What follows belongs to an exercise in optimizing a design on an open flow for small area, a short achievable clock period and few clock cycles per item; a production flow would make more cautious choices.
Only simulation tests tie the RTL to the original design; equivalence was not proved.
Power figures rest on the tool's default switching activity, not on a simulated workload.

$ cat flow/config.mk
export PLATFORM = sky130hd
export DESIGN_NAME = ECC_ENC_DEC
export DESIGN_NICKNAME = ECC_ENC_DEC
export VERILOG_FILES = /design/flow/design.v
export SDC_FILE = /design/flow/constraint.sdc
export NUM_CORES = 4
export LEC_CHECK = 0
export CAP_MARGIN = 20
export CORE_MARGIN = 2
export CORE_UTILIZATION = 40
export CTS_CLUSTER_DIAMETER = 100
export CTS_CLUSTER_SIZE = 25
export SETUP_SLACK_MARGIN = 2.9
export SLEW_MARGIN = 20
$ cat flow/flow/run.sh
#!/bin/bash
# The standard layout (standard.sh), with two changes to the cells it may use:
#  - the port buffers are buf_1 cells instead of the delay cell buffer_ports picks by default;
#  - the 3-input XOR/XNOR cells are added to the platform's don't-use list, so that
#    synthesis and repair build the parity trees from 2-input XOR/XNOR cells.
set -euo pipefail
export BUFFER_PORTS_ARGS="-buffer_cell sky130_fd_sc_hd__buf_1"
DU=$(make -s -C "$FLOW_HOME" DESIGN_CONFIG="$PWD/config.mk" WORK_HOME="$PWD/orfs" print-DONT_USE_CELLS 2> print.log | sed -n 's/^DONT_USE_CELLS: //p')
[ -n "$DU" ]
DU="$DU sky130_fd_sc_hd__xnor3_1 sky130_fd_sc_hd__xnor3_2 sky130_fd_sc_hd__xnor3_4 sky130_fd_sc_hd__xor3_1 sky130_fd_sc_hd__xor3_2 sky130_fd_sc_hd__xor3_4"
echo "DONT_USE_CELLS=$DU" > dont_use.txt
bash standard.sh DONT_USE_CELLS="$DU" finish > standard.log 2>&1
$ cat flow/standard.sh
#!/bin/bash
# synth_recipe.tcl (not shown) runs the flow's synth.tcl, then flattens the netlist and writes it again
# the make line also repeats each setting of config.mk as NAME=value (left out here)
make -C /OpenROAD-flow-scripts/flow DESIGN_CONFIG=/design/flow/config.mk WORK_HOME=/design/flow/orfs CLKGATE_MAP_FILE= SYNTH_SCRIPT=/design/flow/synth_recipe.tcl "${@:-finish}"
$ cat flow/design.v
`resetall
`timescale 1ns/10ps
module ECC_ENC_DEC
#(
parameter DATA_WIDTH = 32,
parameter AMBA_ADDR_WIDTH = 20,
parameter AMBA_WORD = 32
)
(
input wire clk,
input wire rst,
input wire [AMBA_ADDR_WIDTH-1:0] PADDR,
input wire [AMBA_WORD-1:0] PWDATA,
input wire PENABLE,
           PSEL,
           PWRITE,
output reg [AMBA_WORD-1:0] PRDATA,
output reg [DATA_WIDTH-1:0] data_out,
output reg operation_done,
output reg [1:0] num_of_errors
);
reg [31:0] CTRL_REG, DATA_IN_REG, CODEWORD_WIDTH_REG, NOISE_REG;
reg [3:0] we;
always @(posedge clk or negedge rst) begin : wr_decode
  if (!rst) we <= 4'd0;
  else begin
    we[0] <= PSEL & ~PENABLE & PWRITE & (PADDR[3:2] == 2'b00);
    we[1] <= PSEL & ~PENABLE & PWRITE & (PADDR[3:2] == 2'b01);
    we[2] <= PSEL & ~PENABLE & PWRITE & (PADDR[3:2] == 2'b10);
    we[3] <= PSEL & ~PENABLE & PWRITE & (PADDR[3:2] == 2'b11);
  end
end
always @(posedge clk or negedge rst) begin : regs
  if (!rst) begin
    DATA_IN_REG <= 32'd0; CODEWORD_WIDTH_REG[1:0] <= 2'd0; NOISE_REG <= 32'd0;
  end else begin
    if (we[1]) DATA_IN_REG <= PWDATA;
    if (we[2]) CODEWORD_WIDTH_REG[1:0] <= PWDATA[1:0];
    if (we[3]) NOISE_REG <= PWDATA;
  end
end
reg clr_n;
always @(posedge clk or negedge rst) begin : clear_ctl
  if (!rst) clr_n <= 1'b0;
  else clr_n <= 1'b1;
end
wire [31:0] wdata = PWDATA & {32{clr_n}};
always @(posedge clk) begin : regs_rb
  if (we[0] | ~clr_n) CTRL_REG <= wdata;
  if (we[2] | ~clr_n) CODEWORD_WIDTH_REG[31:2] <= wdata[31:2];
end
always @(posedge clk or negedge rst) begin : done_reg
  if (!rst) operation_done <= 1'b0;
  else operation_done <= we[0];
end
always @(posedge clk) begin : rd
  case (PADDR[3:2])
    2'b00: PRDATA <= CTRL_REG;
    2'b01: PRDATA <= DATA_IN_REG;
    2'b10: PRDATA <= CODEWORD_WIDTH_REG;
    default: PRDATA <= NOISE_REG;
  endcase
end
wire wS = ~CODEWORD_WIDTH_REG[1] & ~CODEWORD_WIDTH_REG[0];
wire wM = ~CODEWORD_WIDTH_REG[1] &  CODEWORD_WIDTH_REG[0];
wire wL =  CODEWORD_WIDTH_REG[1];
wire cS = wS, cM = wM, cL = wL;
wire [31:0] D = DATA_IN_REG;
wire [31:0] N = NOISE_REG;
wire ea0 = D[0];
wire eb0 = D[0];
wire eg0 = ea0;
wire ee0 = D[0];
wire ea1 = (D[1] ^ D[3]);
wire eb1 = (D[2] ^ D[3]);
wire eg1 = (ea1 ^ D[2]);
wire ee1 = (D[1] ^ D[2]);
wire ea2 = (D[4] ^ D[6]);
wire eb2 = (D[5] ^ D[6]);
wire eg2 = (ea2 ^ D[5]);
wire ee2 = (D[4] ^ D[5]);
wire ea3 = (D[8] ^ D[10]);
wire eb3 = (D[9] ^ D[10]);
wire eg3 = ((ea3 ^ D[9]) ^ D[7]);
wire ee3 = (D[7] ^ D[10]);
wire ea4 = (D[11] ^ D[13]);
wire eb4 = (D[12] ^ D[13]);
wire eg4 = (ea4 ^ D[12]);
wire ee4 = (D[11] ^ D[12]);
wire ea5 = (D[15] ^ D[17]);
wire eb5 = (D[16] ^ D[17]);
wire eg5 = ((ea5 ^ D[16]) ^ D[14]);
wire ee5 = (D[14] ^ D[17]);
wire ea6 = (D[19] ^ D[21]);
wire eb6 = (D[20] ^ D[21]);
wire eg6 = ((ea6 ^ D[20]) ^ D[18]);
wire ee6 = (D[18] ^ D[21]);
wire ea7 = (D[23] ^ D[25]);
wire eb7 = (D[24] ^ D[25]);
wire eg7 = ((ea7 ^ D[24]) ^ D[22]);
wire ee7 = (D[23] ^ D[24]);
wire eS0 = (ea0 ^ ea1);
wire eM0 = eS0 ^ (ea2 ^ ea3);
wire eL0 = ((((D[0] ^ D[1]) ^ (D[3] ^ D[4])) ^ ((D[6] ^ D[8]) ^ (D[10] ^ D[11]))) ^ (((D[13] ^ D[15]) ^ (D[17] ^ D[19])) ^ ((D[21] ^ D[23]) ^ D[25])));
wire eS1 = (eb0 ^ eb1);
wire eM1 = eS1 ^ (eb2 ^ eb3);
wire eL1 = ((((D[0] ^ D[2]) ^ (D[3] ^ D[5])) ^ ((D[6] ^ D[9]) ^ (D[10] ^ D[12]))) ^ (((D[13] ^ D[16]) ^ (D[17] ^ D[20])) ^ ((D[21] ^ D[24]) ^ D[25])));
wire eS2 = eg1;
wire eM2 = eS2 ^ eg3;
wire eL2 = ((((D[1] ^ D[2]) ^ (D[3] ^ D[7])) ^ ((D[8] ^ D[9]) ^ (D[10] ^ D[14]))) ^ (((D[15] ^ D[16]) ^ (D[17] ^ D[22])) ^ ((D[23] ^ D[24]) ^ D[25])));
wire eS3 = 1'b0;
wire eM3 = eS3 ^ (eg2 ^ eg3);
wire eL3 = ((((D[4] ^ D[5]) ^ (D[6] ^ D[7])) ^ ((D[8] ^ D[9]) ^ (D[10] ^ D[18]))) ^ (((D[19] ^ D[20]) ^ (D[21] ^ D[22])) ^ ((D[23] ^ D[24]) ^ D[25])));
wire eS4 = 1'b0;
wire eM4 = eS4 ^ 1'b0;
wire eL4 = ((((D[11] ^ D[12]) ^ (D[13] ^ D[14])) ^ ((D[15] ^ D[16]) ^ (D[17] ^ D[18]))) ^ (((D[19] ^ D[20]) ^ (D[21] ^ D[22])) ^ ((D[23] ^ D[24]) ^ D[25])));
wire pS = (ee0 ^ ee1);
wire pM = pS ^ (ee2 ^ ee3);
wire pL = ((((D[0] ^ D[1]) ^ (D[2] ^ D[4])) ^ ((D[5] ^ D[7]) ^ (D[10] ^ D[11]))) ^ (((D[12] ^ D[14]) ^ (D[17] ^ D[18])) ^ ((D[21] ^ D[23]) ^ D[24])));
wire [4:0] encC = wS ? {2'b00, eS2, eS1, eS0} : wM ? {1'b0, eM3, eM2, eM1, eM0} : {eL4, eL3, eL2, eL1, eL0};
wire encP = wS ? pS : wM ? pM : pL;
wire d0a0 = D[4];
wire d0b0 = D[4];
wire d0g0 = d0a0;
wire d0e0 = D[4];
wire d0a1 = (D[5] ^ D[7]);
wire d0b1 = (D[6] ^ D[7]);
wire d0g1 = (d0a1 ^ D[6]);
wire d0e1 = (D[5] ^ D[6]);
wire sD0_0 = (d0a0 ^ d0a1) ^ D[0];
wire sD0_1 = (d0b0 ^ d0b1) ^ D[1];
wire sD0_2 = d0g1 ^ D[2];
wire d1a0 = D[5];
wire d1b0 = D[5];
wire d1g0 = d1a0;
wire d1e0 = D[5];
wire d1a1 = (D[6] ^ D[8]);
wire d1b1 = (D[7] ^ D[8]);
wire d1g1 = (d1a1 ^ D[7]);
wire d1e1 = (D[6] ^ D[7]);
wire d1a2 = (D[9] ^ D[11]);
wire d1b2 = (D[10] ^ D[11]);
wire d1g2 = (d1a2 ^ D[10]);
wire d1e2 = (D[9] ^ D[10]);
wire d1a3 = (D[13] ^ D[15]);
wire d1b3 = (D[14] ^ D[15]);
wire d1g3 = ((d1a3 ^ D[14]) ^ D[12]);
wire d1e3 = (D[12] ^ D[15]);
wire sD1_0 = ((d1a0 ^ d1a1) ^ (d1a2 ^ d1a3)) ^ D[0];
wire sD1_1 = ((d1b0 ^ d1b1) ^ (d1b2 ^ d1b3)) ^ D[1];
wire sD1_2 = (d1g1 ^ d1g3) ^ D[2];
wire sD1_3 = (d1g2 ^ d1g3) ^ D[3];
wire d2a0 = D[6];
wire d2b0 = D[6];
wire d2g0 = d2a0;
wire d2e0 = D[6];
wire d2a1 = (D[7] ^ D[9]);
wire d2b1 = (D[8] ^ D[9]);
wire d2g1 = (d2a1 ^ D[8]);
wire d2e1 = (D[7] ^ D[8]);
wire d2a2 = (D[10] ^ D[12]);
wire d2b2 = (D[11] ^ D[12]);
wire d2g2 = (d2a2 ^ D[11]);
wire d2e2 = (D[10] ^ D[11]);
wire d2a3 = (D[14] ^ D[16]);
wire d2b3 = (D[15] ^ D[16]);
wire d2g3 = ((d2a3 ^ D[15]) ^ D[13]);
wire d2e3 = (D[13] ^ D[16]);
wire d2a4 = (D[17] ^ D[19]);
wire d2b4 = (D[18] ^ D[19]);
wire d2g4 = (d2a4 ^ D[18]);
wire d2e4 = (D[17] ^ D[18]);
wire d2a5 = (D[21] ^ D[23]);
wire d2b5 = (D[22] ^ D[23]);
wire d2g5 = ((d2a5 ^ D[22]) ^ D[20]);
wire d2e5 = (D[20] ^ D[23]);
wire d2a6 = (D[25] ^ D[27]);
wire d2b6 = (D[26] ^ D[27]);
wire d2g6 = ((d2a6 ^ D[26]) ^ D[24]);
wire d2e6 = (D[24] ^ D[27]);
wire d2a7 = (D[29] ^ D[31]);
wire d2b7 = (D[30] ^ D[31]);
wire d2g7 = ((d2a7 ^ D[30]) ^ D[28]);
wire d2e7 = (D[29] ^ D[30]);
wire sD2_0 = (((d2a0 ^ d2a1) ^ (d2a2 ^ d2a3)) ^ ((d2a4 ^ d2a5) ^ (d2a6 ^ d2a7))) ^ D[0];
wire sD2_1 = (((d2b0 ^ d2b1) ^ (d2b2 ^ d2b3)) ^ ((d2b4 ^ d2b5) ^ (d2b6 ^ d2b7))) ^ D[1];
wire sD2_2 = ((d2g1 ^ d2g3) ^ (d2g5 ^ d2g7)) ^ D[2];
wire sD2_3 = ((d2g2 ^ d2g3) ^ (d2g6 ^ d2g7)) ^ D[3];
wire sD2_4 = ((d2g4 ^ d2g5) ^ (d2g6 ^ d2g7)) ^ D[4];
wire qD0 = (((D[0] ^ D[1]) ^ (D[2] ^ D[3])) ^ ((D[4] ^ D[5]) ^ (D[6] ^ D[7])));
wire qD1 = (((D[8] ^ D[9]) ^ (D[10] ^ D[11])) ^ ((D[12] ^ D[13]) ^ (D[14] ^ D[15])));
wire qD2 = ((((D[16] ^ D[17]) ^ (D[18] ^ D[19])) ^ ((D[20] ^ D[21]) ^ (D[22] ^ D[23]))) ^ (((D[24] ^ D[25]) ^ (D[26] ^ D[27])) ^ ((D[28] ^ D[29]) ^ (D[30] ^ D[31]))));
wire [4:0] synD = wS ? {2'b00, sD0_2, sD0_1, sD0_0} : wM ? {1'b0, sD1_3, sD1_2, sD1_1, sD1_0} : {sD2_4, sD2_3, sD2_2, sD2_1, sD2_0};
wire parDa = wL ? (qD0 ^ qD1) : qD0;
wire parDb = wS ? 1'b0 : wM ? qD1 : qD2;
wire n0a0 = N[4];
wire n0b0 = N[4];
wire n0g0 = n0a0;
wire n0e0 = N[4];
wire n0a1 = (N[5] ^ N[7]);
wire n0b1 = (N[6] ^ N[7]);
wire n0g1 = (n0a1 ^ N[6]);
wire n0e1 = (N[5] ^ N[6]);
wire sN0_0 = (n0a0 ^ n0a1) ^ N[0];
wire sN0_1 = (n0b0 ^ n0b1) ^ N[1];
wire sN0_2 = n0g1 ^ N[2];
wire n1a0 = N[5];
wire n1b0 = N[5];
wire n1g0 = n1a0;
wire n1e0 = N[5];
wire n1a1 = (N[6] ^ N[8]);
wire n1b1 = (N[7] ^ N[8]);
wire n1g1 = (n1a1 ^ N[7]);
wire n1e1 = (N[6] ^ N[7]);
wire n1a2 = (N[9] ^ N[11]);
wire n1b2 = (N[10] ^ N[11]);
wire n1g2 = (n1a2 ^ N[10]);
wire n1e2 = (N[9] ^ N[10]);
wire n1a3 = (N[13] ^ N[15]);
wire n1b3 = (N[14] ^ N[15]);
wire n1g3 = ((n1a3 ^ N[14]) ^ N[12]);
wire n1e3 = (N[12] ^ N[15]);
wire sN1_0 = ((n1a0 ^ n1a1) ^ (n1a2 ^ n1a3)) ^ N[0];
wire sN1_1 = ((n1b0 ^ n1b1) ^ (n1b2 ^ n1b3)) ^ N[1];
wire sN1_2 = (n1g1 ^ n1g3) ^ N[2];
wire sN1_3 = (n1g2 ^ n1g3) ^ N[3];
wire n2a0 = N[6];
wire n2b0 = N[6];
wire n2g0 = n2a0;
wire n2e0 = N[6];
wire n2a1 = (N[7] ^ N[9]);
wire n2b1 = (N[8] ^ N[9]);
wire n2g1 = (n2a1 ^ N[8]);
wire n2e1 = (N[7] ^ N[8]);
wire n2a2 = (N[10] ^ N[12]);
wire n2b2 = (N[11] ^ N[12]);
wire n2g2 = (n2a2 ^ N[11]);
wire n2e2 = (N[10] ^ N[11]);
wire n2a3 = (N[14] ^ N[16]);
wire n2b3 = (N[15] ^ N[16]);
wire n2g3 = ((n2a3 ^ N[15]) ^ N[13]);
wire n2e3 = (N[13] ^ N[16]);
wire n2a4 = (N[17] ^ N[19]);
wire n2b4 = (N[18] ^ N[19]);
wire n2g4 = (n2a4 ^ N[18]);
wire n2e4 = (N[17] ^ N[18]);
wire n2a5 = (N[21] ^ N[23]);
wire n2b5 = (N[22] ^ N[23]);
wire n2g5 = ((n2a5 ^ N[22]) ^ N[20]);
wire n2e5 = (N[20] ^ N[23]);
wire n2a6 = (N[25] ^ N[27]);
wire n2b6 = (N[26] ^ N[27]);
wire n2g6 = ((n2a6 ^ N[26]) ^ N[24]);
wire n2e6 = (N[24] ^ N[27]);
wire n2a7 = (N[29] ^ N[31]);
wire n2b7 = (N[30] ^ N[31]);
wire n2g7 = ((n2a7 ^ N[30]) ^ N[28]);
wire n2e7 = (N[29] ^ N[30]);
wire sN2_0 = (((n2a0 ^ n2a1) ^ (n2a2 ^ n2a3)) ^ ((n2a4 ^ n2a5) ^ (n2a6 ^ n2a7))) ^ N[0];
wire sN2_1 = (((n2b0 ^ n2b1) ^ (n2b2 ^ n2b3)) ^ ((n2b4 ^ n2b5) ^ (n2b6 ^ n2b7))) ^ N[1];
wire sN2_2 = ((n2g1 ^ n2g3) ^ (n2g5 ^ n2g7)) ^ N[2];
wire sN2_3 = ((n2g2 ^ n2g3) ^ (n2g6 ^ n2g7)) ^ N[3];
wire sN2_4 = ((n2g4 ^ n2g5) ^ (n2g6 ^ n2g7)) ^ N[4];
wire qN0 = (((N[0] ^ N[1]) ^ (N[2] ^ N[3])) ^ ((N[4] ^ N[5]) ^ (N[6] ^ N[7])));
wire qN1 = (((N[8] ^ N[9]) ^ (N[10] ^ N[11])) ^ ((N[12] ^ N[13]) ^ (N[14] ^ N[15])));
wire qN2 = ((((N[16] ^ N[17]) ^ (N[18] ^ N[19])) ^ ((N[20] ^ N[21]) ^ (N[22] ^ N[23]))) ^ (((N[24] ^ N[25]) ^ (N[26] ^ N[27])) ^ ((N[28] ^ N[29]) ^ (N[30] ^ N[31]))));
wire [4:0] synN = wS ? {2'b00, sN0_2, sN0_1, sN0_0} : wM ? {1'b0, sN1_3, sN1_2, sN1_1, sN1_0} : {sN2_4, sN2_3, sN2_2, sN2_1, sN2_0};
wire parNa = wL ? (qN0 ^ qN1) : qN0;
wire parNb = wS ? 1'b0 : wM ? qN1 : qN2;
reg [4:0] sD, sN, cE;
reg pDa, pDb, pNa, pNb, pE;
reg [1:0] mode;
reg ddec, nfc;    
always @(posedge clk) begin : stage1
  sD <= synD; pDa <= parDa; pDb <= parDb;
  sN <= synN; pNa <= parNa; pNb <= parNb;
  cE <= encC; pE <= encP;
  mode <= PWDATA[1:0];    
  ddec <= ~PWDATA[1] & PWDATA[0];
  nfc <= ~PWDATA[1];
end
wire m_dec = ~mode[1] & mode[0];
wire m_fc  =  mode[1];
wire [4:0] s = ({5{m_dec}} & sD) | ({5{m_fc}} & sN);
wire p = (m_dec & (pDa ^ pDb)) | (m_fc & (pNa ^ pNb));
wire [1:0] nof = {~p & (|s), p};
wire d_dec = ddec, d_fc = ~nfc;
wire sD_ = ~d_dec & cS, sM_ = ~d_dec & cM, sL_ = ~d_dec & cL;       
wire dA = d_dec, dB = d_dec & ~cS, dC = d_dec & cL;                   
wire fA = d_fc, fB = d_fc & ~cS, fC = d_fc & cL;                      
wire [31:0] x;
assign x[0] = ((sD_ & cE[0]) | (sM_ & cE[0]) | (sL_ & cE[0]) | (dA & D[0])) ^ (fA & N[0]);
assign x[1] = ((sD_ & cE[1]) | (sM_ & cE[1]) | (sL_ & cE[1]) | (dA & D[1])) ^ (fA & N[1]);
assign x[2] = ((sD_ & cE[2]) | (sM_ & cE[2]) | (sL_ & cE[2]) | (dA & D[2])) ^ (fA & N[2]);
assign x[3] = ((sD_ & pE) | (sM_ & cE[3]) | (sL_ & cE[3]) | (dA & D[3])) ^ (fA & N[3]);
assign x[4] = ((sD_ & D[0]) | (sM_ & pE) | (sL_ & cE[4]) | (dA & D[4])) ^ (fA & N[4]);
assign x[5] = ((sD_ & D[1]) | (sM_ & D[0]) | (sL_ & pE) | (dA & D[5])) ^ (fA & N[5]);
assign x[6] = ((sD_ & D[2]) | (sM_ & D[1]) | (sL_ & D[0]) | (dA & D[6])) ^ (fA & N[6]);
assign x[7] = ((sD_ & D[3]) | (sM_ & D[2]) | (sL_ & D[1]) | (dA & D[7])) ^ (fA & N[7]);
assign x[8] = ((sM_ & D[3]) | (sL_ & D[2]) | (dB & D[8])) ^ (fB & N[8]);
assign x[9] = ((sM_ & D[4]) | (sL_ & D[3]) | (dB & D[9])) ^ (fB & N[9]);
assign x[10] = ((sM_ & D[5]) | (sL_ & D[4]) | (dB & D[10])) ^ (fB & N[10]);
assign x[11] = ((sM_ & D[6]) | (sL_ & D[5]) | (dB & D[11])) ^ (fB & N[11]);
assign x[12] = ((sM_ & D[7]) | (sL_ & D[6]) | (dB & D[12])) ^ (fB & N[12]);
assign x[13] = ((sM_ & D[8]) | (sL_ & D[7]) | (dB & D[13])) ^ (fB & N[13]);
assign x[14] = ((sM_ & D[9]) | (sL_ & D[8]) | (dB & D[14])) ^ (fB & N[14]);
assign x[15] = ((sM_ & D[10]) | (sL_ & D[9]) | (dB & D[15])) ^ (fB & N[15]);
assign x[16] = ((sL_ & D[10]) | (dC & D[16])) ^ (fC & N[16]);
assign x[17] = ((sL_ & D[11]) | (dC & D[17])) ^ (fC & N[17]);
assign x[18] = ((sL_ & D[12]) | (dC & D[18])) ^ (fC & N[18]);
assign x[19] = ((sL_ & D[13]) | (dC & D[19])) ^ (fC & N[19]);
assign x[20] = ((sL_ & D[14]) | (dC & D[20])) ^ (fC & N[20]);
assign x[21] = ((sL_ & D[15]) | (dC & D[21])) ^ (fC & N[21]);
assign x[22] = ((sL_ & D[16]) | (dC & D[22])) ^ (fC & N[22]);
assign x[23] = ((sL_ & D[17]) | (dC & D[23])) ^ (fC & N[23]);
assign x[24] = ((sL_ & D[18]) | (dC & D[24])) ^ (fC & N[24]);
assign x[25] = ((sL_ & D[19]) | (dC & D[25])) ^ (fC & N[25]);
assign x[26] = ((sL_ & D[20]) | (dC & D[26])) ^ (fC & N[26]);
assign x[27] = ((sL_ & D[21]) | (dC & D[27])) ^ (fC & N[27]);
assign x[28] = ((sL_ & D[22]) | (dC & D[28])) ^ (fC & N[28]);
assign x[29] = ((sL_ & D[23]) | (dC & D[29])) ^ (fC & N[29]);
assign x[30] = ((sL_ & D[24]) | (dC & D[30])) ^ (fC & N[30]);
assign x[31] = ((sL_ & D[25]) | (dC & D[31])) ^ (fC & N[31]);
wire [31:0] fix;
assign fix[0] = p & ((cS & (s == 5'd1)) | (cM & (s == 5'd1)) | (cL & (s == 5'd1)));
assign fix[1] = p & ((cS & (s == 5'd2)) | (cM & (s == 5'd2)) | (cL & (s == 5'd2)));
assign fix[2] = p & ((cS & (s == 5'd4)) | (cM & (s == 5'd4)) | (cL & (s == 5'd4)));
assign fix[3] = p & ((cS & (s == 5'd0)) | (cM & (s == 5'd8)) | (cL & (s == 5'd8)));
assign fix[4] = p & ((cS & (s == 5'd3)) | (cM & (s == 5'd0)) | (cL & (s == 5'd16)));
assign fix[5] = p & ((cS & (s == 5'd5)) | (cM & (s == 5'd3)) | (cL & (s == 5'd0)));
assign fix[6] = p & ((cS & (s == 5'd6)) | (cM & (s == 5'd5)) | (cL & (s == 5'd3)));
assign fix[7] = p & ((cS & (s == 5'd7)) | (cM & (s == 5'd6)) | (cL & (s == 5'd5)));
assign fix[8] = p & ((cM & (s == 5'd7)) | (cL & (s == 5'd6)));
assign fix[9] = p & ((cM & (s == 5'd9)) | (cL & (s == 5'd7)));
assign fix[10] = p & ((cM & (s == 5'd10)) | (cL & (s == 5'd9)));
assign fix[11] = p & ((cM & (s == 5'd11)) | (cL & (s == 5'd10)));
assign fix[12] = p & ((cM & (s == 5'd12)) | (cL & (s == 5'd11)));
assign fix[13] = p & ((cM & (s == 5'd13)) | (cL & (s == 5'd12)));
assign fix[14] = p & ((cM & (s == 5'd14)) | (cL & (s == 5'd13)));
assign fix[15] = p & ((cM & (s == 5'd15)) | (cL & (s == 5'd14)));
assign fix[16] = p & ((cL & (s == 5'd15)));
assign fix[17] = p & ((cL & (s == 5'd17)));
assign fix[18] = p & ((cL & (s == 5'd18)));
assign fix[19] = p & ((cL & (s == 5'd19)));
assign fix[20] = p & ((cL & (s == 5'd20)));
assign fix[21] = p & ((cL & (s == 5'd21)));
assign fix[22] = p & ((cL & (s == 5'd22)));
assign fix[23] = p & ((cL & (s == 5'd23)));
assign fix[24] = p & ((cL & (s == 5'd24)));
assign fix[25] = p & ((cL & (s == 5'd25)));
assign fix[26] = p & ((cL & (s == 5'd26)));
assign fix[27] = p & ((cL & (s == 5'd27)));
assign fix[28] = p & ((cL & (s == 5'd28)));
assign fix[29] = p & ((cL & (s == 5'd29)));
assign fix[30] = p & ((cL & (s == 5'd30)));
assign fix[31] = p & ((cL & (s == 5'd31)));
always @(posedge clk) begin : stage2
  data_out <= x ^ fix;
  num_of_errors <= nof;
end
endmodule
$ cat flow/constraint.sdc
create_clock -name core_clock -period 5.0 [get_ports {clk}]
set_input_delay 1.0000 -clock core_clock [delete_from_list [all_inputs] [get_ports {clk}]]
set_output_delay 1.0000 -clock core_clock [all_outputs]
set_load 0.01 [all_outputs]
==> impl_metrics.tcl, run 1 <==
set metrics [dict create \
    buffers_inverters_on_critical_path 1 \
    postSynthCellCount 934 \
    synth-seq-area-share 0.4867 \
    cts-root-to-sink-buffers 3 \
    detail_route.wl_per_cell_um 19.87 \
    drt_drc_violations_left 0 \
    placed_cells 1362 \
    die-area_mm2 0.02943 \
    final_max_tran_viols 0 \
    p_leak_nw 4.516 \
    critPathTopFamily "flip-flops" \
    synth_flop_type "sky130_fd_sc_hd__dfxtp_1" \
    timing.reg2reg.setup_slack_ns 2.97 \
    detailed_route_via_count 6898 \
    synth_largest_area_cell "sky130_fd_sc_hd__xnor2_1" \
    dieWidth_um 171.6 \
    gr-usage-all-layers 0.1880 \
    first_pass_grt_wire_length_mm 41.51 \
    pin_count_of_the_biggest_net_entering_global_routing 73 \
    ant_nets 0 \
    synth_top_area_frac 0.1685 \
    synth.cells.most_frequent "sky130_fd_sc_hd__xnor2_1 (216), sky130_fd_sc_hd__dfxtp_1 (90), sky130_fd_sc_hd__dfrtp_1 (72)" \
    synth_enable_flop_cells 62 \
    worst_setup_hold_path_clk_slew_ns 0.11 \
    outcome "no timing/DRC/antenna violations" \
    wirelength_mm 27.50 \
    final_net_count 1057 \
    mapped_area_mm2 0.01123 \
    mapped_nets 991 \
    p_per_area_mw_per_mm2 610.5 \
    final_period_minus_worst_setup_slack_ns 2.046 \
    flow.area_growth_from_synthesis_pct 11.77 \
    synth-async-reset-ratio 0.3214 \
    rel_slew_slack 0.3944 \
    synthDistinctLibCells 48 \
    worstRegToRegCells 7 \
    avgSynthCellArea_um2 12.02 \
    cp_max_fo 1 \
    postCtsHoldBufs 0 \
    critical-path-max-stage-delay_ns 0.40 \
    globalRoute.totalOverflow 0 \
    coreArea_mm2 0.02771 \
    synth-seq-cells 224 \
    reg2reg_to "sN[3]" \
    number_of_standard_cell_rows_in_the_floorplan 61 \
    layout_worst_path_cycle_share 0.4092 \
    fin_skew_ns 0.01922 \
    hold_crit_path_type "in -> async" \
    timing.critical_path.to_type "output port" \
    layout-drive-gt1-share 0.1730 \
    boundary_pins 124 \
    antenna_found_initial 0 \
    critPathArrivalTime_ns 1.05 \
    cts_made_buffers 12 \
    htree_num_levels 1 \
    kind_of_launch_point_of_the_worst_setup_path "flip-flop" \
    clockRootBuffer "sky130_fd_sc_hd__clkbuf_16" \
    timing.rr.start "NOISE_REG[27]" \
    utilization 0.4530 \
    slowest_stage "sky130_fd_sc_hd__dfxtp_1" \
    power.ir.vdd_worst_mv 0.2406 \
    ranking_of_synthesized_cells_by_area "sky130_fd_sc_hd__xnor2_1 (17%), sky130_fd_sc_hd__edfxtp_1 (17%), sky130_fd_sc_hd__dfrtp_1 (16%)" \
    detailedPlace.worstSlack_ns 2.285 \
    cp_cell_sequence "clkbuf_2" \
    cap_violations 0 \
    die_outline_height_um 171.6 \
    finalSetupViolCount 0 \
    clock.fmax_mhz 488.8 \
    layout.cells.non_filler 1384 \
    yosysMostFrequentCell "sky130_fd_sc_hd__xnor2_1" \
    post-route-worst-setup-slack_ns 2.954 \
    number_of_input_and_output_port_buffers_inserted 105 \
    vias_per_cell 4.984 \
    fill_cells 2560 \
    path_class "reg -> out" \
    cts_sinks 224 \
    start_util 0.4053 \
    drtIter0Drc 523 \
    tritoncts "yes" \
    clk_latency_ns 0.49 \
    rsz0062_at_grt "yes" \
    finalInstanceArea_mm2 0.01255 \
    yosysWarnings 1 \
    first_pass_iters 5 \
    finalSetupTns_ns 0 \
    post_dp_cell_area_mm2 0.01191 \
    timing.critical_path.required_ns 4.00 \
    dpl.hpwl_mm 19.70 \
    antenna-diode-count 0 \
    globalplace.congestion 0.8746 \
    first_global_vias 6822 \
    tightestPinTransition_ns 0.9084 \
    timing.final.hold_violations 0 \
]
==> per-stage QoR <==
stage	hold slack (ns)	total power [mW]
after floorplan	0.3456	5.596
after global placement	0.3597	6.422
after detailed placement	0.3599	6.440
after CTS	0.3900	7.572
after global routing	0.3887	8.160
final	0.3795	7.662
==> power breakdown <==
part	switching [mW]	internal (mW)
clock	0.582	0.486
combinational	1.90	1.96
sequential	0.464	2.28
total	2.94	4.72
==> worst max path at each step <==
stage,from,end,cells past startpoint
floorplan,PADDR[3],PRDATA[8],3
global placement,PADDR[3],PRDATA[25],3
detailed placement,PADDR[3],PRDATA[29],3
CTS,mode[0],data_out[12],7
global route,NOISE_REG[27],sN[3],7
finish,PRDATA[0],PRDATA[0],1
==> registers in the layout, summed over array words and instances (netlist names) <==
name,flops
data_out,32
CTRL_REG,32
pDa,1
ddec,1
operation_done,1
nfc,1
sD,5
pDb,1
clr_n,1
mode,2
sN,5
PRDATA,32
NOISE_REG,32
pE,1
we,4
pNa,1
pNb,1
num_of_errors,2
DATA_IN_REG,32
cE,5
CODEWORD_WIDTH_REG,32
==> timing repair <==
item | CTS | global route
pin swaps | 3 | 1
endpoints found under the hold margin | 0 | 0
setup endpoints to repair | 62 | 33
setup buffers | 0 | 1
gates resized for setup | 14 | 39
==> area by class of cell <==
cell class | instances | area (um2) | area share
multi-input cells | 642 | 5707 | 0.4547
flip-flops and latches | 224 | 5489 | 0.4373
repair buffers | 116 | 515.5 | 0.04107
well taps | 378 | 473.0 | 0.03768
clock buffers | 19 | 347.8 | 0.02771
inverters | 4 | 15.01 | 0.001196
clock inverters | 1 | 3.754 | 0.0002991
==> layer usage <==
metal  routed length, um  GRT usage
met4                 490    0.04495
met5                   0          0
met1               12940     0.2701
met3                1181    0.02094
met2               12880     0.3049
==> cell usage in the layout, fill, tap and decap left out, drive strengths merged, types with 9 or more instances in the layout <==
cell and n:
xnor2 221, buf 113, dfxtp 90, dfrtp 72
mux2 66, edfxtp 62, nand2 43, and2 38
nor2 38, xor2 32, mux4 32, mux2i 28
clkbuf 22, nand2b 21, nor2b 20, a21oi 19
o21ai 13, o21a 12, nor3 9
==> cells by family (layout without fill, tap and decap cells) <==
kind of cell | after synthesis | count (layout) | share of synthesized area
xor+xnor | 253 | 253 | 0.2013
flops | 224 | 224 | 0.4867
simple gates | 185 | 185 | 0.08424
mux | 126 | 126 | 0.1560
compound gates | 77 | 77 | 0.04635
buf+inv | 68 | 140 | 0.02507
other cells | 1 | 1 | 0.0003339
Testbench counts, summed over its fixed seeds: cycles 12,384, ops 1,920.
==> inputs of run 2 (changes only) <==
--- a/flow/config.mk
+++ b/flow/config.mk
@@ -10,5 +10,5 @@
 export CORE_UTILIZATION = 40
 export CTS_CLUSTER_DIAMETER = 100
 export CTS_CLUSTER_SIZE = 25
-export SETUP_SLACK_MARGIN = 2.9
+export SETUP_SLACK_MARGIN = 2.93
 export SLEW_MARGIN = 20
==> impl_metrics.tcl, run 2 <==
set metrics [dict create \
    first_pass_grt_wire_length_mm 42.46 \
    rel_slew_slack 0.4152 \
    dpl.hpwl_mm 19.94 \
    fin_skew_ns 0.02750 \
    tritoncts "yes" \
    cts_made_buffers 13 \
    mapped_area_mm2 0.01123 \
    final_net_count 1060 \
    finalSetupViolCount 0 \
    avgSynthCellArea_um2 12.02 \
    number_of_input_and_output_port_buffers_inserted 105 \
    first_pass_iters 5 \
    first_global_vias 6873 \
    synth.cells.most_frequent "sky130_fd_sc_hd__xnor2_1 (216), sky130_fd_sc_hd__dfxtp_1 (90), sky130_fd_sc_hd__dfrtp_1 (72)" \
    kind_of_launch_point_of_the_worst_setup_path "flip-flop" \
    htree_num_levels 1 \
    vias_per_cell 5.083 \
    synth_flop_type "sky130_fd_sc_hd__dfxtp_1" \
    p_leak_nw 4.535 \
    timing.final.hold_violations 0 \
    detailedPlace.worstSlack_ns 2.175 \
    clk_latency_ns 0.50 \
    multi_input_area_mm2 0.005727 \
    cts-root-to-sink-buffers 3 \
    detail_route.wl_per_cell_um 20.01 \
    sequential_cell_area_mm2 0.005498 \
    cap_violations 0 \
    rsz0062_at_grt "yes" \
    postSynthCellCount 934 \
    pin_count_of_the_biggest_net_entering_global_routing 46 \
    timing.critical_path.required_ns 5.37 \
    timing.critical_path.to_type "flip-flop" \
    worst_setup_hold_path_clk_slew_ns 0.10 \
    mapped_nets 991 \
    synth-seq-area-share 0.4867 \
    globalplace.congestion 0.8672 \
    synth-async-reset-ratio 0.3214 \
    detailed_route_via_count 7055 \
    p_per_area_mw_per_mm2 616.5 \
    clockRootBuffer "sky130_fd_sc_hd__clkbuf_16" \
    antenna_found_initial 0 \
    synth_top_area_frac 0.1685 \
    postCtsHoldBufs 0 \
    outcome "no timing/DRC/antenna violations" \
    dieWidth_um 171.6 \
    layout_worst_path_cycle_share 0.4123 \
    drt_drc_violations_left 0 \
    ranking_of_synthesized_cells_by_area "sky130_fd_sc_hd__xnor2_1 (17%), sky130_fd_sc_hd__edfxtp_1 (17%), sky130_fd_sc_hd__dfrtp_1 (16%)" \
    path_class "reg -> reg" \
    layout-drive-gt1-share 0.1891 \
    synthDistinctLibCells 48 \
    globalRoute.totalOverflow 0 \
    critPathArrivalTime_ns 2.43 \
    synth-seq-cells 224 \
    hold_crit_path_type "reg -> reg" \
    flow.area_growth_from_synthesis_pct 12.41 \
    number_of_standard_cell_rows_in_the_floorplan 61 \
    final_max_tran_viols 0 \
    fill_cells 2578 \
    gr-usage-all-layers 0.1909 \
    boundary_pins 124 \
    power.ir.vdd_worst_mv 0.2319 \
    commonest_cells_after_routing_fill_and_taps_aside "sky130_fd_sc_hd__xnor2_1 (196), sky130_fd_sc_hd__buf_1 (101), sky130_fd_sc_hd__dfxtp_1 (87)" \
    yosysMostFrequentCell "sky130_fd_sc_hd__xnor2_1" \
    clock.fmax_mhz 485.1 \
    die-area_mm2 0.02943 \
    layout_commonest_cell "sky130_fd_sc_hd__xnor2_1" \
    synth_enable_flop_cells 62 \
    cp_max_fo 7 \
    coreArea_mm2 0.02771 \
    yosysWarnings 1 \
    synth_largest_area_cell "sky130_fd_sc_hd__xnor2_1" \
    wirelength_mm 27.78 \
    start_util 0.4053 \
    finalSetupTns_ns 0 \
    drtIter0Drc 521 \
    final_period_minus_worst_setup_slack_ns 2.061 \
    antenna-diode-count 0 \
    tightestPinTransition_ns 0.8772 \
    cts_sinks 224 \
    ant_nets 0 \
    post-route-worst-setup-slack_ns 2.939 \
    die_outline_height_um 171.6 \
]
run 2: cell families after synthesis:
kind of cell / share of synthesized area
AO/OA/AOI/OAI: 0.04635
XOR/XNOR: 0.2013
buffers and inverters: 0.02507
flip-flops: 0.4867
multiplexers: 0.1560
other: 0.0003339
AND/OR/NAND/NOR: 0.08424
run 2: repair_timing:
item	4_1_cts	5_1_grt
resized for setup	29	38
setup buffers	0	3
pin swaps	0	3
hold endpoints to repair	0	0
endpoints found under the setup margin	90	58
run 2: cell type report:
| class | count | share of cell area |
|---|---|---|
| clock inverters | 4 | 0.003073 |
| clock buffers | 18 | 0.02726 |
| well taps | 378 | 0.03747 |
| inverters | 4 | 0.001189 |
| multi-input cells | 642 | 0.4537 |
| repair buffers | 118 | 0.04183 |
| flip-flops and latches | 224 | 0.4355 |
run 2: critical path, cell delays in order, from the launching register on:
cell and delay (ns):
sky130_fd_sc_hd__dfxtp_1 0.46, sky130_fd_sc_hd__nand3_1 0.18, sky130_fd_sc_hd__o21ai_4 0.27, sky130_fd_sc_hd__nor2_1 0.06
sky130_fd_sc_hd__a2111oi_0 0.51, sky130_fd_sc_hd__a31oi_1 0.07, sky130_fd_sc_hd__nor3_1 0.25, sky130_fd_sc_hd__xnor2_1 0.13
run 2: routing by layer:
layer  vias to the layer above  track usage  share of wire
met5                         -            0              0
met4                         0      0.03095          0.012
met3                        28      0.02140          0.048
met2                       176       0.3064           0.46
met1                      3526       0.2828           0.48
li1                       3325            -              -
run 2: path summary, 6_finish.rpt:
path	from	cells after the start	slack [ns]	endpoint
hold / removal	we[0]	0	0.38	operation_done
min in group asynchronous	rst	1	0.56	DATA_IN_REG[6]
setup reg to reg	mode[0]	7	2.94	data_out[4]
setup / recovery	mode[0]	7	2.94	data_out[4]
hold reg to reg	we[0]	0	0.38	operation_done
max in group asynchronous	rst	2	3.58	DATA_IN_REG[21]
run 2: where the power goes:
part / switching (mW) / total (mW) / internal (mW)
sequential: 0.468 / 2.75 / 2.28
combinational: 1.94 / 3.92 / 1.98
clock: 0.616 / 1.12 / 0.503
run 2: metrics by stage:
| stage | power [mW] | util | cell area [um2] | hold slack, ns | cells |
|---|---|---|---|---|---|
| after CTS | 7.666 | 0.4486 | 12430 | 0.3781 | 1385 |
| after floorplan | 5.597 | - | 11250 | 0.3456 | 934 |
| after global placement | 6.434 | 0.4301 | 11920 | 0.3599 | 1363 |
| final | 7.783 | 0.4556 | 12620 | 0.3813 | 1388 |
| after detailed placement | 6.458 | 0.4301 | 11920 | 0.3672 | 1363 |
| after global routing | 8.269 | 0.4556 | 12620 | 0.4029 | 1388 |
==> inputs of run 3 (changes only) <==
--- a/flow/config.mk
+++ b/flow/config.mk
@@ -10,5 +10,5 @@
 export CORE_UTILIZATION = 40
 export CTS_CLUSTER_DIAMETER = 100
 export CTS_CLUSTER_SIZE = 25
-export SETUP_SLACK_MARGIN = 2.93
+export SETUP_SLACK_MARGIN = 2.97
 export SLEW_MARGIN = 20
==> impl_metrics.tcl, run 3 <==
set metrics [dict create \
    outcome "no timing/DRC/antenna violations" \
    synth_largest_area_cell "sky130_fd_sc_hd__xnor2_1" \
    drtIter0Drc 563 \
    clockRootBuffer "sky130_fd_sc_hd__clkbuf_16" \
    p_per_area_mw_per_mm2 609.1 \
    postSynthCellCount 934 \
    cp_max_fo 1 \
    tightestPinTransition_ns 1.007 \
    first_pass_grt_wire_length_mm 41.99 \
    final_net_count 1065 \
    critPathTopFamily "flip-flops" \
    slowest_stage "sky130_fd_sc_hd__dfxtp_1" \
    cts-root-to-sink-buffers 3 \
    first_global_vias 6849 \
    drt_drc_violations_left 0 \
    yosysWarnings 1 \
    layout_commonest_cell "sky130_fd_sc_hd__xnor2_1" \
    antenna_found_initial 0 \
    tritoncts "yes" \
    clk_latency_ns 0.49 \
    avgSynthCellArea_um2 12.02 \
    dpl.hpwl_mm 19.90 \
    cp_cell_sequence "buf_1" \
    synthDistinctLibCells 48 \
    antenna-diode-count 0 \
    coreArea_mm2 0.02771 \
    htree_num_levels 1 \
    final_period_minus_worst_setup_slack_ns 2.001 \
    die-area_mm2 0.02943 \
    reg2reg_to "data_out[12]" \
    startpoint "PRDATA[13]" \
    globalRoute.totalOverflow 0 \
    ranking_of_synthesized_cells_by_area "sky130_fd_sc_hd__xnor2_1 (17%), sky130_fd_sc_hd__edfxtp_1 (17%), sky130_fd_sc_hd__dfrtp_1 (16%)" \
    fill_cells 2581 \
    commonest_cells_after_routing_fill_and_taps_aside "sky130_fd_sc_hd__xnor2_1 (192), sky130_fd_sc_hd__buf_1 (96), sky130_fd_sc_hd__dfxtp_1 (87)" \
    cap_violations 0 \
    pin_count_of_the_biggest_net_entering_global_routing 48 \
    synth_top_area_frac 0.1685 \
    start_util 0.4053 \
    timing.reg2reg.setup_slack_ns 3.01 \
    mapped_nets 991 \
    layout_worst_path_cycle_share 0.4001 \
    cts_sinks 224 \
    ant_nets 0 \
    timing.rr.start "mode[0]" \
    synth-async-reset-ratio 0.3214 \
    worstRegToRegCells 7 \
    mapped_area_mm2 0.01123 \
    detail_route.wl_per_cell_um 20.13 \
    final_max_tran_viols 0 \
    timing.critical_path.required_ns 4.00 \
    multi_input_area_mm2 0.005804 \
    synth_flop_type "sky130_fd_sc_hd__dfxtp_1" \
    detailed_route_via_count 7016 \
    holdPathStages 0 \
    critical_path_cell_count 1 \
    first_pass_iters 5 \
    critical-path-max-stage-delay_ns 0.36 \
    die_outline_height_um 171.6 \
    buffers_inverters_on_critical_path 1 \
    gr-usage-all-layers 0.1910 \
    whs_ns 0.3884 \
    finalSetupTns_ns 0 \
    clock.fmax_mhz 499.8 \
    cts_made_buffers 12 \
    rel_slew_slack 0.3289 \
    number_of_standard_cell_rows_in_the_floorplan 61 \
    path_class "reg -> out" \
    synth.cells.most_frequent "sky130_fd_sc_hd__xnor2_1 (216), sky130_fd_sc_hd__dfxtp_1 (90), sky130_fd_sc_hd__dfrtp_1 (72)" \
    sequential_cell_area_mm2 0.005498 \
    timing.final.hold_violations 0 \
    boundary_pins 124 \
    p_leak_nw 4.591 \
    power.ir.vdd_worst_mv 0.2623 \
    fin_skew_ns 0.02207 \
    synth-seq-cells 224 \
    globalplace.congestion 0.8683 \
    hold_crit_path_type "reg -> reg" \
    rsz0062_at_grt "yes" \
    synth_enable_flop_cells 62 \
    worst_setup_hold_path_clk_slew_ns 0.10 \
    critPathArrivalTime_ns 1.00 \
    finalSetupViolCount 0 \
    layout-drive-gt1-share 0.2012 \
    synth-seq-area-share 0.4867 \
    flow.area_growth_from_synthesis_pct 13.24 \
    timing.critical_path.to_type "output port" \
    postCtsHoldBufs 0 \
    dieWidth_um 171.6 \
    kind_of_launch_point_of_the_worst_setup_path "flip-flop" \
    number_of_input_and_output_port_buffers_inserted 105 \
    yosysMostFrequentCell "sky130_fd_sc_hd__xnor2_1" \
    vias_per_cell 5.040 \
    wirelength_mm 28.02 \
    crit_end "PRDATA[13]" \
]
==> run 3: cell counts after synthesis <==
Identical to the previous run, type by type.
==> run 3: cell families after synthesis <==
| group | share of synthesized area |
|---|---|
| muxes | 0.1560 |
| xor gates and xnor gates | 0.2013 |
| AOI/OAI and AO/OA | 0.04635 |
| and+or+nand+nor | 0.08424 |
| DFF | 0.4867 |
| other | 0.0003339 |
| buffers and inverters | 0.02507 |
==> run 3: worst min-delay path by stage <==
stage / startpoint / to
floorplan: we[0] / operation_done
global placement: we[0] / operation_done
detailed placement: we[0] / operation_done
CTS: we[0] / operation_done
global route: we[0] / operation_done
finish: we[0] / operation_done
==> run 3: layout make-up <==
class / instances / share of cell area
sequential: 224 / 0.4324
tap: 378 / 0.03719
multi-input combinational: 642 / 0.4565
timing repair buffer: 124 / 0.04487
inverter: 4 / 0.001181
clock buffer: 20 / 0.02794
==> run 3: where the power goes <==
| group | switching (mW) | leakage [nW] | internal, mW | total (mW) |
|---|---|---|---|---|
| clock network | 0.576 | 0.172 | 0.494 | 1.07 |
| registers | 0.472 | 2.30 | 2.28 | 2.75 |
| logic | 1.92 | 2.12 | 2.01 | 3.92 |
| total | 2.97 | 4.59 | 4.78 | 7.75 |
==> run 3: worst reg2reg max path: stages, from the launching register on <==
cell	delay, ns
sky130_fd_sc_hd__dfxtp_1	0.46
sky130_fd_sc_hd__nor2b_4	0.24
sky130_fd_sc_hd__a22oi_2	0.14
sky130_fd_sc_hd__inv_2	0.18
sky130_fd_sc_hd__nand2_1	0.09
sky130_fd_sc_hd__or2_1	0.33
sky130_fd_sc_hd__o32ai_2	0.33
sky130_fd_sc_hd__xnor2_1	0.10
==> run 3: per-layer routing <==
layer  part of all wire  global-route usage  wire (um)  vias up
met5                  0                   0          0        -
met4              0.010             0.02911        279        0
met3              0.048             0.02508       1357       20
met2               0.47              0.3134      13130      180
met1               0.47              0.2754      13250     3481
li1                   -                   -          -     3335
==> run 3: what timing repair did <==
| action | 4_1_cts | 5_1_grt |
|---|---|---|
| setup buffers | 2 | 5 |
| endpoints found under the setup margin | 75 | 56 |
| pin swaps | 2 | 6 |
| resized for setup | 25 | 53 |
==> run 3: per-stage QoR <==
stage	instance area [um2]	instances	power, mW	setup WS [ns]	utilization
floorplan	11260	934	5.598	2.967	-
global placement	11930	1365	6.417	2.131	0.4306
detailed placement	11930	1365	6.446	2.112	0.4306
CTS	12430	1387	7.609	2.816	0.4488
global route	12720	1392	8.216	2.873	0.4590
finish	12720	1392	7.746	2.999	0.4590
==> inputs of run 4 (changes only) <==
--- a/flow/config.mk
+++ b/flow/config.mk
@@ -10,5 +10,5 @@
 export CORE_UTILIZATION = 40
 export CTS_CLUSTER_DIAMETER = 100
 export CTS_CLUSTER_SIZE = 25
-export SETUP_SLACK_MARGIN = 2.97
+export SETUP_SLACK_MARGIN = 3.0
 export SLEW_MARGIN = 20
==> impl_metrics.tcl, run 4 <==
set metrics [dict create \
    outcome "no timing/DRC/antenna violations" \
    buffers_inverters_on_critical_path 1 \
    route.top_layer_used "met4" \
    detail_route.wl_per_cell_um 20.16 \
    kind_of_launch_point_of_the_worst_setup_path "flip-flop" \
    pin_count_of_the_biggest_net_entering_global_routing 73 \
    die_outline_height_um 171.6 \
    avgSynthCellArea_um2 12.02 \
    coreArea_mm2 0.02771 \
    yosysMostFrequentCell "sky130_fd_sc_hd__xnor2_1" \
    p_per_area_mw_per_mm2 612.0 \
    layout-drive-gt1-share 0.2547 \
    clk_latency_ns 0.48 \
    cp_max_fo 1 \
    ant_nets 0 \
    clockRootBuffer "sky130_fd_sc_hd__clkbuf_16" \
    timing.critical_path.required_ns 4.00 \
    finalPower_mw 7.910 \
    globalplace.congestion 0.8656 \
    antenna-diode-count 0 \
    final_max_tran_viols 0 \
    flow.area_growth_from_synthesis_pct 15.10 \
    utilization 0.4665 \
    yosysWarnings 1 \
    postSynthCellCount 934 \
    rel_slew_slack 0.3563 \
    tritoncts "yes" \
    synth-seq-area-share 0.4867 \
    synth-seq-cells 224 \
    clock.fmax_mhz 504.8 \
    detailedPlace.worstSlack_ns 2.121 \
    first_pass_iters 5 \
    gr-usage-all-layers 0.1923 \
    ranking_of_synthesized_cells_by_area "sky130_fd_sc_hd__xnor2_1 (17%), sky130_fd_sc_hd__edfxtp_1 (17%), sky130_fd_sc_hd__dfrtp_1 (16%)" \
    boundary_pins 124 \
    die-area_mm2 0.02943 \
    htree_num_levels 1 \
    layout_commonest_cell "sky130_fd_sc_hd__xnor2_1" \
    finalSetupViolCount 0 \
    first_global_vias 6977 \
    synth_largest_area_cell "sky130_fd_sc_hd__xnor2_1" \
    layout_worst_path_cycle_share 0.3962 \
    synth-async-reset-ratio 0.3214 \
    rsz0062_at_grt "yes" \
    fin_skew_ns 0.009456 \
    timing.critical_path.to_type "output port" \
    critPathArrivalTime_ns 0.98 \
    power.ir.vdd_worst_mv 0.2602 \
    path_class "reg -> out" \
    cts_made_buffers 12 \
    synthDistinctLibCells 48 \
    globalRoute.totalOverflow 0 \
    cap_violations 0 \
    mapped_area_mm2 0.01123 \
    first_pass_grt_wire_length_mm 42.56 \
    number_of_standard_cell_rows_in_the_floorplan 61 \
    synth.cells.most_frequent "sky130_fd_sc_hd__xnor2_1 (216), sky130_fd_sc_hd__dfxtp_1 (90), sky130_fd_sc_hd__dfrtp_1 (72)" \
    p_leak_nw 4.750 \
    cp_cell_sequence "clkbuf_2" \
    final_period_minus_worst_setup_slack_ns 1.981 \
    dieWidth_um 171.6 \
    synth_top_area_frac 0.1685 \
    cts_sinks 224 \
    commonest_cells_after_routing_fill_and_taps_aside "sky130_fd_sc_hd__xnor2_1 (185), sky130_fd_sc_hd__dfxtp_1 (78), sky130_fd_sc_hd__buf_1 (70)" \
    fill_cells 2557 \
    wl_met1_mm 13.45 \
    synth_enable_flop_cells 62 \
    finalInstanceArea_mm2 0.01292 \
    detailroute.wirelength.met2_mm 13.15 \
    timing.final.hold_violations 0 \
    postCtsHoldBufs 0 \
    finalSetupTns_ns 0 \
    cts-root-to-sink-buffers 3 \
    post_dp_cell_area_mm2 0.01191 \
    mapped_nets 991 \
    final_net_count 1072 \
    start_util 0.4053 \
    number_of_input_and_output_port_buffers_inserted 105 \
    dpl.hpwl_mm 19.83 \
    post-route-worst-setup-slack_ns 3.019 \
    critical-path-max-stage-delay_ns 0.38 \
    dr_wl_met3_mm 1.164 \
    slowest_stage "sky130_fd_sc_hd__dfrtp_1" \
    drt_drc_violations_left 0 \
    synth_flop_type "sky130_fd_sc_hd__dfxtp_1" \
    vias_per_cell 5.089 \
    wirelength_mm 28.21 \
    antenna_found_initial 0 \
    timing.reg2reg.setup_slack_ns 3.03 \
    critPathTopFamily "flip-flops" \
    worst_setup_hold_path_clk_slew_ns 0.09 \
    drtIter0Drc 536 \
    hold_crit_path_type "reg -> reg" \
    detailed_route_via_count 7120 \
    tightestPinTransition_ns 0.9656 \
]
## run 4: cell counts after synthesis
Identical to the previous run, type by type.
## run 4: timing repair
item | in CTS | in global routing
resized for setup | 45 | 86
setup buffers | 6 | 11
cloned | 0 | 0
endpoints found under the hold margin | 0 | 0
setup endpoints to repair | 67 | 73
pin swaps | 7 | 11
## run 4: through the flow
stage               instances  hold slack, ns
floorplan                 934          0.3456
global placement         1362          0.3644
detailed placement       1362          0.3565
CTS                      1388          0.3821
global route             1399          0.4038
finish                   1399          0.3800
## run 4: cells by family after synthesis
kind of cell / synth area share
AOI/OAI and AO/OA: 0.04635
xor gates and xnor gates: 0.2013
buffers and inverters: 0.02507
DFF: 0.4867
muxes: 0.1560
other: 0.0003339
and+or+nand+nor: 0.08424
## run 4: path summary, 6_finish.rpt
path                                     start               endpoint  cells after the start
max in group asynchronous                  rst  CODEWORD_WIDTH_REG[1]                      1
min in group asynchronous                  rst           NOISE_REG[6]                      1
worst min-delay path                     we[0]         operation_done                      0
worst max-delay path            operation_done         operation_done                      1
worst max register to register   NOISE_REG[15]                  sN[2]                      7
worst min register to register           we[0]         operation_done                      0
## run 4: final cells by class
type                       instances  area (um2)  area share
multi-input combinational        642        5894      0.4560
sequential                       224        5519      0.4270
timing repair buffer             131       670.6     0.05189
tap                              378       473.0     0.03659
clock buffer                      20       352.8     0.02730
inverter                           4       15.01    0.001162
## run 4: power breakdown
group	switching, mW	internal, mW	total [mW]
sequential	0.509	2.28	2.79
clock	0.571	0.490	1.06
combinational	1.94	2.11	4.06
total	3.02	4.89	7.91
## run 4: metal layers
layer / vias up / track usage
met5: - / 0
met4: 0 / 0.03464
met3: 31 / 0.02531
met2: 181 / 0.3042
met1: 3553 / 0.2851
li1: 3355 / -
==> inputs of run 5 (changes only) <==
--- a/flow/config.mk
+++ b/flow/config.mk
@@ -10,5 +10,5 @@
 export CORE_UTILIZATION = 40
 export CTS_CLUSTER_DIAMETER = 100
 export CTS_CLUSTER_SIZE = 25
-export SETUP_SLACK_MARGIN = 3.0
+export SETUP_SLACK_MARGIN = 2.92
 export SLEW_MARGIN = 20
==> impl_metrics.tcl, run 5 <==
set metrics [dict create \
    cap_violations 0 \
    timing.critical_path.to_type "flip-flop" \
    vias_per_cell 5.071 \
    yosysMostFrequentCell "sky130_fd_sc_hd__xnor2_1" \
    critical-path-max-stage-delay_ns 0.48 \
    layout-drive-gt1-share 0.1861 \
    postCtsHoldBufs 0 \
    mapped_nets 991 \
    use_met1 0.2831 \
    power.share.combinational 0.503 \
    commonest_cells_after_routing_fill_and_taps_aside "sky130_fd_sc_hd__xnor2_1 (196), sky130_fd_sc_hd__buf_1 (102), sky130_fd_sc_hd__dfxtp_1 (87)" \
    ant_nets 0 \
    min_from "we[0]" \
    power_frac_seq 0.353 \
    clk_latency_ns 0.50 \
    synth_flop_type "sky130_fd_sc_hd__dfxtp_1" \
    number_of_standard_cell_rows_in_the_floorplan 61 \
    cts_sinks 224 \
    timing.critical_path.required_ns 5.37 \
    pin_count_of_the_biggest_net_entering_global_routing 46 \
    tightestPinTransition_ns 0.8718 \
    first_pass_grt_wire_length_mm 42.44 \
    post_dp_cell_area_mm2 0.01192 \
    intPower_mw 4.760 \
    path_class "reg -> reg" \
    synth_enable_flop_cells 62 \
    ranking_of_synthesized_cells_by_area "sky130_fd_sc_hd__xnor2_1 (17%), sky130_fd_sc_hd__edfxtp_1 (17%), sky130_fd_sc_hd__dfrtp_1 (16%)" \
    use_met3 0.02140 \
    drtIter0Drc 466 \
    avgSynthCellArea_um2 12.02 \
    kind_of_launch_point_of_the_worst_setup_path "flip-flop" \
    worst_setup_hold_path_clk_slew_ns 0.10 \
    final_net_count 1060 \
    synth_largest_area_cell "sky130_fd_sc_hd__xnor2_1" \
    final_max_tran_viols 0 \
    finalSetupTns_ns 0 \
    grt-busiest-layer "met2" \
    outcome "no timing/DRC/antenna violations" \
    clock.fmax_mhz 483.5 \
    antenna_found_initial 0 \
    switching_share 0.3888 \
    first_global_vias 6862 \
    die_outline_height_um 171.6 \
    cp_cell_sequence "nand3_1 -> o21ai_4 -> nor2_1 -> a2111oi_0 -> a31oi_1 -> nor3_1 -> xnor2_1" \
    gr-usage-all-layers 0.1908 \
    dpl.hpwl_mm 19.94 \
    fin_skew_ns 0.02631 \
    timing.final.hold_violations 0 \
    coreArea_mm2 0.02771 \
    cts-root-to-sink-buffers 3 \
    synthDistinctLibCells 48 \
    p_switching_mw 3.027 \
    number_of_input_and_output_port_buffers_inserted 105 \
    p_leak_nw 4.531 \
    buffers_inverters_on_critical_path 0 \
    holdPathStages 0 \
    finalInstanceArea_mm2 0.01262 \
    flow.area_growth_from_synthesis_pct 12.36 \
    cts_made_buffers 13 \
    groute.layer.met2.usage 0.3052 \
    mapped_area_mm2 0.01123 \
    hold_crit_path_type "reg -> reg" \
    synth-seq-cells 224 \
    finalSetupViolCount 0 \
    p_per_area_mw_per_mm2 617.2 \
    layout_worst_path_cycle_share 0.4137 \
    globalplace.congestion 0.8672 \
    critPathArrivalTime_ns 2.44 \
    antenna-diode-count 0 \
    power.ir.vdd_worst_mv 0.2315 \
    die-area_mm2 0.02943 \
    p_clk_frac 0.144 \
    wirelength_mm 27.87 \
    worstRegToRegCells 7 \
    rel_slew_slack 0.4188 \
    boundary_pins 124 \
    first_pass_iters 5 \
    drt_drc_violations_left 0 \
    synth-async-reset-ratio 0.3214 \
    start_util 0.4053 \
    synth.cells.most_frequent "sky130_fd_sc_hd__xnor2_1 (216), sky130_fd_sc_hd__dfxtp_1 (90), sky130_fd_sc_hd__dfrtp_1 (72)" \
    globalRoute.totalOverflow 0 \
    final_period_minus_worst_setup_slack_ns 2.068 \
    htree_num_levels 1 \
    rsz0062_at_grt "no" \
    timing.reg2reg.setup_slack_ns 2.93 \
    cp_max_fo 7 \
    layout_commonest_cell "sky130_fd_sc_hd__xnor2_1" \
    tritoncts "yes" \
    clockRootBuffer "sky130_fd_sc_hd__clkbuf_16" \
    timing.rr.start "mode[0]" \
    synth-seq-area-share 0.4867 \
    reg2reg_to "data_out[4]" \
    yosysWarnings 1 \
    synth_top_area_frac 0.1685 \
    postSynthCellCount 934 \
    detail_route.wl_per_cell_um 20.08 \
    critPathTopFamily "compound AO/OA/AOI/OAI gates" \
    slowest_stage "sky130_fd_sc_hd__a2111oi_0" \
    dieWidth_um 171.6 \
    hold_worst_path_end "operation_done" \
    detailed_route_via_count 7039 \
]
==> run 5: cell counts after synthesis <==
No cell type changed its count.
==> run 5: kinds of logic after synthesis <==
group                  synth area share
flip-flops                       0.4867
buffers and inverters           0.02507
other                         0.0003339
AND/OR/NAND/NOR                 0.08424
AO/OA/AOI/OAI                   0.04635
XOR/XNOR                         0.2013
multiplexers                     0.1560
==> run 5: worst max path at each step <==
stage	slack, ns	depth (start not counted)	end	startpoint
after floorplan	2.96	3	PRDATA[8]	PADDR[3]
after global placement	2.19	3	PRDATA[25]	PADDR[3]
after detailed placement	2.18	3	PRDATA[25]	PADDR[3]
after CTS	2.86	7	data_out[12]	mode[0]
after global routing	2.86	4	data_out[3]	CODEWORD_WIDTH_REG[1]
final	2.93	7	data_out[4]	mode[0]
==> run 5: through the flow <==
step | hold WS, ns | power, mW | std cells | util | setup slack [ns]
floorplan | 0.3456 | 5.597 | 934 | - | 2.956
global placement | 0.3599 | 6.434 | 1363 | 0.4301 | 2.188
detailed placement | 0.3672 | 6.458 | 1363 | 0.4301 | 2.175
CTS | 0.3781 | 7.661 | 1385 | 0.4483 | 2.859
global route | 0.4029 | 8.266 | 1388 | 0.4554 | 2.860
finish | 0.3855 | 7.787 | 1388 | 0.4554 | 2.932
==> run 5: power by group through the flow <==
stage               clock network [mW]  registers (mW)  logic (mW)
global placement                     0            2.77        3.67
global route                      1.21            2.81        4.25
CTS                               1.15            2.74        3.77
detailed placement                   0            2.77        3.69
floorplan                            0            2.57        3.02
finish                            1.12            2.75        3.92
==> run 5: final cells by class <==
class / instances / area, um2
fillers: 2579 / 15090
multi-input cells: 642 / 5723
flip-flops and latches: 224 / 5497
repair buffers: 118 / 526.8
well taps: 378 / 473.0
clock buffers: 18 / 344.1
clock inverters: 4 / 38.79
inverters: 4 / 15.01
==> run 5: timing repair <==
item / CTS / global route
setup endpoints to repair: 81 / 53
gates resized for setup: 27 / 37
buffers inserted: 0 / 3
pin swaps: 0 / 3
==> run 5: worst reg2reg max path, delay by kind of cell, from the launching register on <==
| kind | cells | cell delay [ns] |
|---|---|---|
| compound gates | 3 | 0.83 |
| simple gates | 3 | 0.51 |
| flops | 1 | 0.47 |
| xor+xnor | 1 | 0.13 |
==> run 5: layer usage <==
layer	vias up	routed length [um]
met5	-	0
met3	29	958
met4	0	378
met1	3532	13670
li1	3329	-
met2	149	12860
==> inputs of run 6 (changes only) <==
--- a/flow/config.mk
+++ b/flow/config.mk
@@ -10,5 +10,5 @@
 export CORE_UTILIZATION = 40
 export CTS_CLUSTER_DIAMETER = 100
 export CTS_CLUSTER_SIZE = 25
-export SETUP_SLACK_MARGIN = 2.92
+export SETUP_SLACK_MARGIN = 2.96
 export SLEW_MARGIN = 20
==> impl_metrics.tcl, run 6 <==
set metrics [dict create \
    globalRoute.totalOverflow 0 \
    finalSetupViolCount 0 \
    finalSetupTns_ns 0 \
    critical_path_cell_count 1 \
    hold_crit_path_type "reg -> reg" \
    timing.critical_path.required_ns 4.00 \
    die_outline_height_um 171.6 \
    number_of_input_and_output_port_buffers_inserted 105 \
    utilization 0.4576 \
    synth_top_area_frac 0.1685 \
    number_of_standard_cell_rows_in_the_floorplan 61 \
    ant_nets 0 \
    pin_count_of_the_biggest_net_entering_global_routing 48 \
    kind_of_launch_point_of_the_worst_setup_path "flip-flop" \
    power.ir.vdd_worst_mv 0.2634 \
    synth-compound-area-share 0.04635 \
    fin_skew_ns 0.02572 \
    critPathArrivalTime_ns 1.00 \
    antenna-diode-count 0 \
    critical-path-max-stage-delay_ns 0.36 \
    cts_sinks 224 \
    yosys-mux-area-fraction 0.1560 \
    synth-seq-cells 224 \
    mapped_area_mm2 0.01123 \
    fill_cells 2585 \
    synth-async-reset-ratio 0.3214 \
    yosysWarnings 1 \
    clock.fmax_mhz 500.4 \
    final_max_tran_viols 0 \
    layout_worst_path_cycle_share 0.3996 \
    coreArea_mm2 0.02771 \
    htree_num_levels 1 \
    holdPathStages 0 \
    antenna_found_initial 0 \
    detail_route.wl_per_cell_um 20.17 \
    final_net_count 1064 \
    worst_setup_hold_path_clk_slew_ns 0.10 \
    rsz0062_at_grt "yes" \
    commonest_cells_after_routing_fill_and_taps_aside "sky130_fd_sc_hd__xnor2_1 (194), sky130_fd_sc_hd__buf_1 (97), sky130_fd_sc_hd__dfxtp_1 (87)" \
    synth_flop_type "sky130_fd_sc_hd__dfxtp_1" \
    tightestPinTransition_ns 1.010 \
    adder_cell_share_of_the_synthesized_area 0 \
    detailed_route_via_count 7052 \
    mapped_nets 991 \
    start_util 0.4053 \
    first_pass_grt_wire_length_mm 41.99 \
    cp_max_fo 1 \
    cts-root-to-sink-buffers 3 \
    p_leak_nw 4.574 \
    cts_made_buffers 12 \
    vias_per_cell 5.070 \
    layout_commonest_cell "sky130_fd_sc_hd__xnor2_1" \
    wirelength_mm 28.05 \
    globalplace.congestion 0.8683 \
    synth_top_family_by_area "XOR/XNOR gates" \
    layout-drive-gt1-share 0.1945 \
    timing.rr.start "mode[0]" \
    dpl.hpwl_mm 19.90 \
    critPathTopFamily "flip-flops" \
    rel_slew_slack 0.3269 \
    cp_cell_sequence "buf_1" \
    drt_drc_violations_left 0 \
    first_pass_iters 5 \
    avgSynthCellArea_um2 12.02 \
    path_class "reg -> out" \
    flow.area_growth_from_synthesis_pct 12.89 \
    synthXorXnorAreaFrac 0.2013 \
    timing.critical_path.to_type "output port" \
    yosysMostFrequentCell "sky130_fd_sc_hd__xnor2_1" \
    drtIter0Drc 566 \
    synth-simple-area-share 0.08423 \
    tritoncts "yes" \
    synth-seq-area-share 0.4867 \
    gr-usage-all-layers 0.1910 \
    postSynthCellCount 934 \
    slowest_stage "sky130_fd_sc_hd__dfxtp_1" \
    buffers_inverters_on_critical_path 1 \
    ranking_of_synthesized_cells_by_area "sky130_fd_sc_hd__xnor2_1 (17%), sky130_fd_sc_hd__edfxtp_1 (17%), sky130_fd_sc_hd__dfrtp_1 (16%)" \
    synthDistinctLibCells 48 \
    timing.final.hold_violations 0 \
    clockRootBuffer "sky130_fd_sc_hd__clkbuf_16" \
    boundary_pins 124 \
    synth_enable_flop_cells 62 \
    startpoint "PRDATA[13]" \
    min_from "we[0]" \
    worstRegToRegCells 7 \
    synth.cells.most_frequent "sky130_fd_sc_hd__xnor2_1 (216), sky130_fd_sc_hd__dfxtp_1 (90), sky130_fd_sc_hd__dfrtp_1 (72)" \
    outcome "no timing/DRC/antenna violations" \
    dieWidth_um 171.6 \
    cap_violations 0 \
    final_period_minus_worst_setup_slack_ns 1.998 \
    p_per_area_mw_per_mm2 608.7 \
    whs_ns 0.3871 \
    synth_largest_area_cell "sky130_fd_sc_hd__xnor2_1" \
    first_global_vias 6849 \
    clk_latency_ns 0.49 \
    die-area_mm2 0.02943 \
]
run 6: final timing paths:
kind | to | slack, ns
max in group asynchronous | DATA_IN_REG[25] | 3.53
hold reg to reg | operation_done | 0.39
setup / recovery | PRDATA[13] | 3.00
setup reg to reg | data_out[4] | 3.01
hold / removal | operation_done | 0.39
min in group asynchronous | NOISE_REG[6] | 0.46
run 6: where the power goes:
group	switching (mW)	internal, mW	leakage, nW	total (mW)
registers	0.470	2.28	2.31	2.75
clock network	0.575	0.493	0.172	1.07
logic	1.91	1.99	2.09	3.90
run 6: per-stage QoR:
step           power [mW]  instance area, um2  setup WS (ns)  instances
2_1_floorplan       5.598               11260          2.967        934
3_3_place_gp        6.417               11930          2.131       1365
3_5_place_dp        6.446               11930          2.112       1365
4_1_cts             7.609               12430          2.816       1387
5_1_grt             8.185               12680          2.873       1391
6_report            7.717               12680          3.002       1391
run 6: repair_timing:
| item | 4_1_cts | 5_1_grt |
|---|---|---|
| hold buffers | 0 | 0 |
| gates cloned | 0 | 0 |
| hold endpoints to repair | 0 | 0 |
| pin swaps | 2 | 5 |
| setup buffers | 2 | 4 |
| resized for setup | 25 | 46 |
| setup endpoints to repair | 75 | 54 |
run 6: area by class of cell:
cell class | count | area (um2) | share of cell area
clock buffers | 20 | 355.3 | 0.02803
multi-input cells | 642 | 5778 | 0.4558
inverters | 4 | 15.01 | 0.001184
well taps | 378 | 473.0 | 0.03731
flip-flops and latches | 224 | 5494 | 0.4334
repair buffers | 123 | 561.8 | 0.04431
run 6: logic make-up after synthesis:
kind of cell / after synthesis
compound gates: 77
xor+xnor: 253
buf+inv: 68
flops: 224
mux: 126
other cells: 1
simple gates: 185
run 6: metal layers:
layer / routed length (um) / global-route usage
met1: 13050 / 0.2754
met2: 13140 / 0.3134
met3: 1567 / 0.02508
met4: 292 / 0.02911
met5: 0 / 0

Re-timed with assumed drivers on the ports (clkbuf_16 on the clock, buf_2 on other inputs), run 6 has 2.953 ns of setup slack against 3.002 ns with ideal ports, and 2.541 ns once port delays also move by the mid clock arrival of 0.528 ns.
